Background: an optimization exercise with open tools, aiming at small area. Do not read the settings as production practice. The RTL was checked by simulation tests, not by an equivalence proof against the original design.

== PW ==
==> module contador_duzias_v2, before the edit <==
module contador_duzias_v2 (
    input  wire clk,
    input  wire reset,
    input  wire incrementar,
    output reg  [4:0] unidade,
    output reg        dezena
);
    reg [3:0] doze;                      
    reg       incrementar_prev;
    wire pulso_subida = incrementar & ~incrementar_prev;
    wire doze_fim     = doze[3] & doze[1] & doze[0];         
    wire unid9        = unidade[4] & ~unidade[3];
    always @(posedge clk or posedge reset) begin
        if (reset) begin
            unidade          <= 5'd0;
            dezena           <= 1'b0;
            doze             <= 4'd0;
            incrementar_prev <= 1'b0;
        end else begin
            incrementar_prev <= incrementar;
            if (pulso_subida) begin
                if (doze_fim) begin
                    doze <= 4'd0;
                    if (dezena) begin
                        dezena <= 1'b0;
                    end else if (unid9) begin
                        dezena  <= 1'b1;
                        unidade <= 5'd0;
                    end else begin
                        unidade <= {unidade[3:0], ~unidade[4]};
                    end
                end else begin
                    doze <= doze + 4'd1;
                end
            end
        end
    end
endmodule
==> module projeto_vinho_top, before the edit <==
module projeto_vinho_top (
    input  wire       CLOCK_50,
    input  wire       KEY0,        
    input  wire       KEY1,        
    input  wire [7:0] SW,
    output wire [9:0] LEDR,
    output wire [6:0] HEX0,
    output wire [6:0] HEX1,
    output wire [6:0] HEX2,
    output wire [6:0] HEX3
);
    wire clk   = CLOCK_50;
    wire reset = ~KEY1;
    wire sensor_nivel, aprovado_cq, reprovado_cq, sw_adicionar_rolha, pulso_start;
    debounce debounce_sensor   (.clk(clk), .reset(reset), .button_in(SW[1]), .pulse_out(sensor_nivel));
    debounce debounce_apro_cq  (.clk(clk), .reset(reset), .button_in(SW[2]), .pulse_out(aprovado_cq));
    debounce debounce_repro_cq (.clk(clk), .reset(reset), .button_in(SW[3]), .pulse_out(reprovado_cq));
    debounce debounce_add_rolha(.clk(clk), .reset(reset), .button_in(SW[7]), .pulse_out(sw_adicionar_rolha));
    debounce debounce_start    (.clk(clk), .reset(reset), .button_in(KEY0),  .pulse_out(pulso_start));
    wire alarme_rolha_vazia, dispensador_ativo;
    wire motor_ativo, valvula_ativa, vedacao_ativa, decrementar_rolha;
    wire descarte_ativo, garrafa_aprovada, posicao_cq;
    fsm_main fsm_main_inst (
        .clk(clk),
        .reset(reset),
        .cmd_iniciar(~KEY0),
        .sensor_nivel(sensor_nivel),
        .alarme_rolha(alarme_rolha_vazia),
        .aprovado(aprovado_cq),
        .reprovado(reprovado_cq),
        .esteira(motor_ativo),
        .valvula_ativa(valvula_ativa),
        .vedacao_ativa(vedacao_ativa),
        .decrementar_rolha(decrementar_rolha),
        .descarte_ativo(descarte_ativo),
        .garrafa_aprovada(garrafa_aprovada),
        .posicao_cq(posicao_cq)
    );
    wire [4:0] rolhas_dezena, rolhas_unidade;
    contador_rolhas contador_rolhas_inst (
        .clk(clk),
        .reset(reset),
        .decrementar(decrementar_rolha),
        .sw_adicionar_manual(sw_adicionar_rolha),
        .dispensador_ativo(dispensador_ativo),
        .alarme_rolha_vazia(alarme_rolha_vazia),
        .dezena(rolhas_dezena),
        .unidade(rolhas_unidade)
    );
    wire reset_duzias = reset | pulso_start;
    wire [4:0] duzias_unidade;
    wire       duzias_dezena;
    contador_duzias_v2 contador_duzias_inst (
        .clk(clk),
        .reset(reset_duzias),
        .incrementar(garrafa_aprovada),
        .unidade(duzias_unidade),
        .dezena(duzias_dezena)
    );
    assign LEDR = {motor_ativo, valvula_ativa, vedacao_ativa, descarte_ativo,
                   dispensador_ativo, posicao_cq, 3'b000, alarme_rolha_vazia};
    decodificador_display dec_rolhas_u (.j(rolhas_unidade), .hex(HEX0));
    decodificador_display dec_rolhas_d (.j(rolhas_dezena),  .hex(HEX1));
    decodificador_display dec_duzias_u (.j(duzias_unidade), .hex(HEX2));
    assign HEX3 = duzias_dezena ? 7'b1111001 : 7'b1000000;
endmodule
export LEC_CHECK = 0
export CAP_MARGIN = 0
export CORE_MARGIN = 2
export CORE_UTILIZATION = 40
export CTS_BUF_LIST = sky130_fd_sc_hd__clkbuf_8
export PLACE_DENSITY = 0.6
export SLEW_MARGIN = 0
create_clock -name core_clock -period 10.0 [get_ports {CLOCK_50}]
standard.sh (not shown) runs the stock make flow with config.mk's settings and CLKGATE_MAP_FILE= SYNTH_SCRIPT=/design/flow/synth_recipe.tcl, a recipe that flattens the netlist after the stock synthesis.
==> flow/flow/run.sh <==
#!/bin/bash
# The standard layout (standard.sh: ORFS from synthesis to the routed
# layout), with these changes:
#  - synthesis is synth_recipe.tcl unchanged except that ORFS's synth.tcl maps
#    the logic with flow/abc.script, an area-oriented ABC script, in place of
#    abc_speed.script; registers are mapped before ABC runs, so they are the
#    standard synthesis's, with the same names and cells;
#  - the port buffers that global placement inserts are sky130_fd_sc_hd__buf_1;
#  - right after global placement (flow/downsize.tcl) every logic cell starts
#    at the smallest drive strength of its function; the resizer's
#    repair_design and repair_timing later in the flow upsize whatever slew,
#    load or timing then calls for;
#  - clock tree synthesis uses clkbuf_8 buffers and inserts no dummy loads;
#  - the floorplan does not split the tie cells (SKIP_REPAIR_TIE_FANOUT).
# Each tool's full output goes to standard.log here.
set -euo pipefail
W=$PWD

sed 's|^source \$::env(SCRIPTS_DIR)/synth_preamble.tcl$|&\nset abc_args [lreplace $abc_args 1 1 '"$W"'/flow/abc.script]|' \
  "$FLOW_HOME/scripts/synth.tcl" > "$W/synth_abc.tcl"
grep -q "flow/abc.script" "$W/synth_abc.tcl"
sed 's|\$::env(SCRIPTS_DIR)/synth.tcl|'"$W"'/synth_abc.tcl|' synth_recipe.tcl > "$W/synth_recipe_abc.tcl"
grep -q "synth_abc.tcl" "$W/synth_recipe_abc.tcl"
sed 's|SYNTH_SCRIPT=[^ ]*synth_recipe.tcl|SYNTH_SCRIPT='"$W"'/synth_recipe_abc.tcl|' standard.sh > "$W/standard_abc.sh"
grep -q "synth_recipe_abc.tcl" "$W/standard_abc.sh"

export BUFFER_PORTS_ARGS="-buffer_cell sky130_fd_sc_hd__buf_1"
export POST_GLOBAL_PLACE_TCL="$W/flow/downsize.tcl"
export CTS_ARGS="-sink_clustering_enable -repair_clock_nets -buf_list sky130_fd_sc_hd__clkbuf_8 -dont_use_dummy_load"
export SKIP_REPAIR_TIE_FANOUT=1
bash "$W/standard_abc.sh" > standard.log 2>&1
Other scripts of this flow, unchanged in this note and not shown: flow/flow/abc.script, flow/flow/downsize.tcl
Relative to PW, the following input files were edited for TR:
diff --git a/flow/design.v b/flow/design.v
--- a/flow/design.v
+++ b/flow/design.v
@@ -125,35 +125,26 @@
 module contador_duzias_v2 (
     input  wire clk,
     input  wire reset,
     input  wire incrementar,
-    output reg  [4:0] unidade,
-    output reg        dezena
+    output reg  [3:0] contador_valor    
 );
     reg [3:0] doze;                      
     reg       incrementar_prev;
     wire pulso_subida = incrementar & ~incrementar_prev;
-    wire doze_fim     = doze[3] & doze[1] & doze[0];         
-    wire unid9        = unidade[4] & ~unidade[3];
-    always @(posedge clk or posedge reset) begin
-        if (reset) begin
-            unidade          <= 5'd0;
-            dezena           <= 1'b0;
+    wire doze_fim     = doze[3] & doze[1] & doze[0];                  
+    wire valor_fim    = contador_valor[3] & contador_valor[1];        
+    always @(posedge clk or posedge reset) begin
+        if (reset) begin
+            contador_valor   <= 4'd0;
             doze             <= 4'd0;
             incrementar_prev <= 1'b0;
         end else begin
             incrementar_prev <= incrementar;
             if (pulso_subida) begin
                 if (doze_fim) begin
                     doze <= 4'd0;
-                    if (dezena) begin
-                        dezena <= 1'b0;
-                    end else if (unid9) begin
-                        dezena  <= 1'b1;
-                        unidade <= 5'd0;
-                    end else begin
-                        unidade <= {unidade[3:0], ~unidade[4]};
-                    end
+                    contador_valor <= valor_fim ? 4'd0 : contador_valor + 4'd1;
                 end else begin
                     doze <= doze + 4'd1;
                 end
             end
@@ -266,20 +257,40 @@
         .dezena(rolhas_dezena),
         .unidade(rolhas_unidade)
     );
     wire reset_duzias = reset | pulso_start;
-    wire [4:0] duzias_unidade;
-    wire       duzias_dezena;
+    wire [3:0] duzias;
     contador_duzias_v2 contador_duzias_inst (
         .clk(clk),
         .reset(reset_duzias),
         .incrementar(garrafa_aprovada),
-        .unidade(duzias_unidade),
-        .dezena(duzias_dezena)
+        .contador_valor(duzias)
     );
     assign LEDR = {motor_ativo, valvula_ativa, vedacao_ativa, descarte_ativo,
                    dispensador_ativo, posicao_cq, 3'b000, alarme_rolha_vazia};
     decodificador_display dec_rolhas_u (.j(rolhas_unidade), .hex(HEX0));
     decodificador_display dec_rolhas_d (.j(rolhas_dezena),  .hex(HEX1));
-    decodificador_display dec_duzias_u (.j(duzias_unidade), .hex(HEX2));
-    assign HEX3 = duzias_dezena ? 7'b1111001 : 7'b1000000;
-endmodule
+    wire duzias_dez = duzias[3] & duzias[1];
+    reg  [6:0] hex2;
+    always @(*) begin
+        case (duzias)
+            4'd0:  hex2 = 7'b1000000;
+            4'd1:  hex2 = 7'b1111001;
+            4'd2:  hex2 = 7'b0100100;
+            4'd3:  hex2 = 7'b0110000;
+            4'd4:  hex2 = 7'b0011001;
+            4'd5:  hex2 = 7'b0010010;
+            4'd6:  hex2 = 7'b0000010;
+            4'd7:  hex2 = 7'b1111000;
+            4'd8:  hex2 = 7'b0000000;
+            4'd9:  hex2 = 7'b0010000;
+            4'd10: hex2 = 7'b1000000;
+            4'd11: hex2 = 7'b0110000;
+            4'd12: hex2 = 7'b0011001;
+            4'd13: hex2 = 7'b0010010;
+            4'd14: hex2 = 7'b0000010;
+            default: hex2 = 7'b1111000;
+        endcase
+    end
+    assign HEX2 = hex2;
+    assign HEX3 = duzias_dez ? 7'b1111001 : 7'b1000000;
+endmodule
Findings:
- TR ended up with contador_duzias_inst.contador_valor[0] as its first element of the critical path; PW ended up with contador_rolhas_inst.unidade[1].
- Between TR and PW, the global-route track usage on met1 figures differ only marginally.
- Comparing the two runs side by side, TR comes out behind PW on area of the mapped netlist.
- The area added between synthesis and finish of PW and that of TR are within noise of each other.
- On largest clock skew in the final design, PW loses to TR.
- In TR, the detail-routed net length per standard cell came out 0.23 um below the value in PW.
- From PW to TR the numbers moved as follows: flip-flop and latch count after synthesis shows a reduction of 2.1%; total routed wirelength shows a reduction of 1.9%; fraction of area in registers dropped 1.6 points.

## separate check: timing with driven ports
How much do the figures lean on ideal ports? The routed layouts below were timed once more, with nothing changed but the port constraints.
Step 1, drivers: a clkbuf_16 drives CLOCK_50 and a buf_2 each remaining input, both assumed.
Step 2, shift: input delay + t, output delay - t, t = (earliest + latest rising clock arrival at the registers) / 2. This alone moves slack from input paths to output paths.
a / b / c = no drivers / after step 1 / after step 2; a / b = the first two.
| run | t, ns | slack for setup (ns) | slew at the worst register clock pin (ns) |
|---|---|---|---|
| PW | 0.369 | 6.373 / 6.340 / 6.709 | 0.10 / 0.10 |
| TR | 0.364 | 6.342 / 6.314 / 6.678 | 0.09 / 0.09 |
After both steps setup and hold are still met in every run listed.
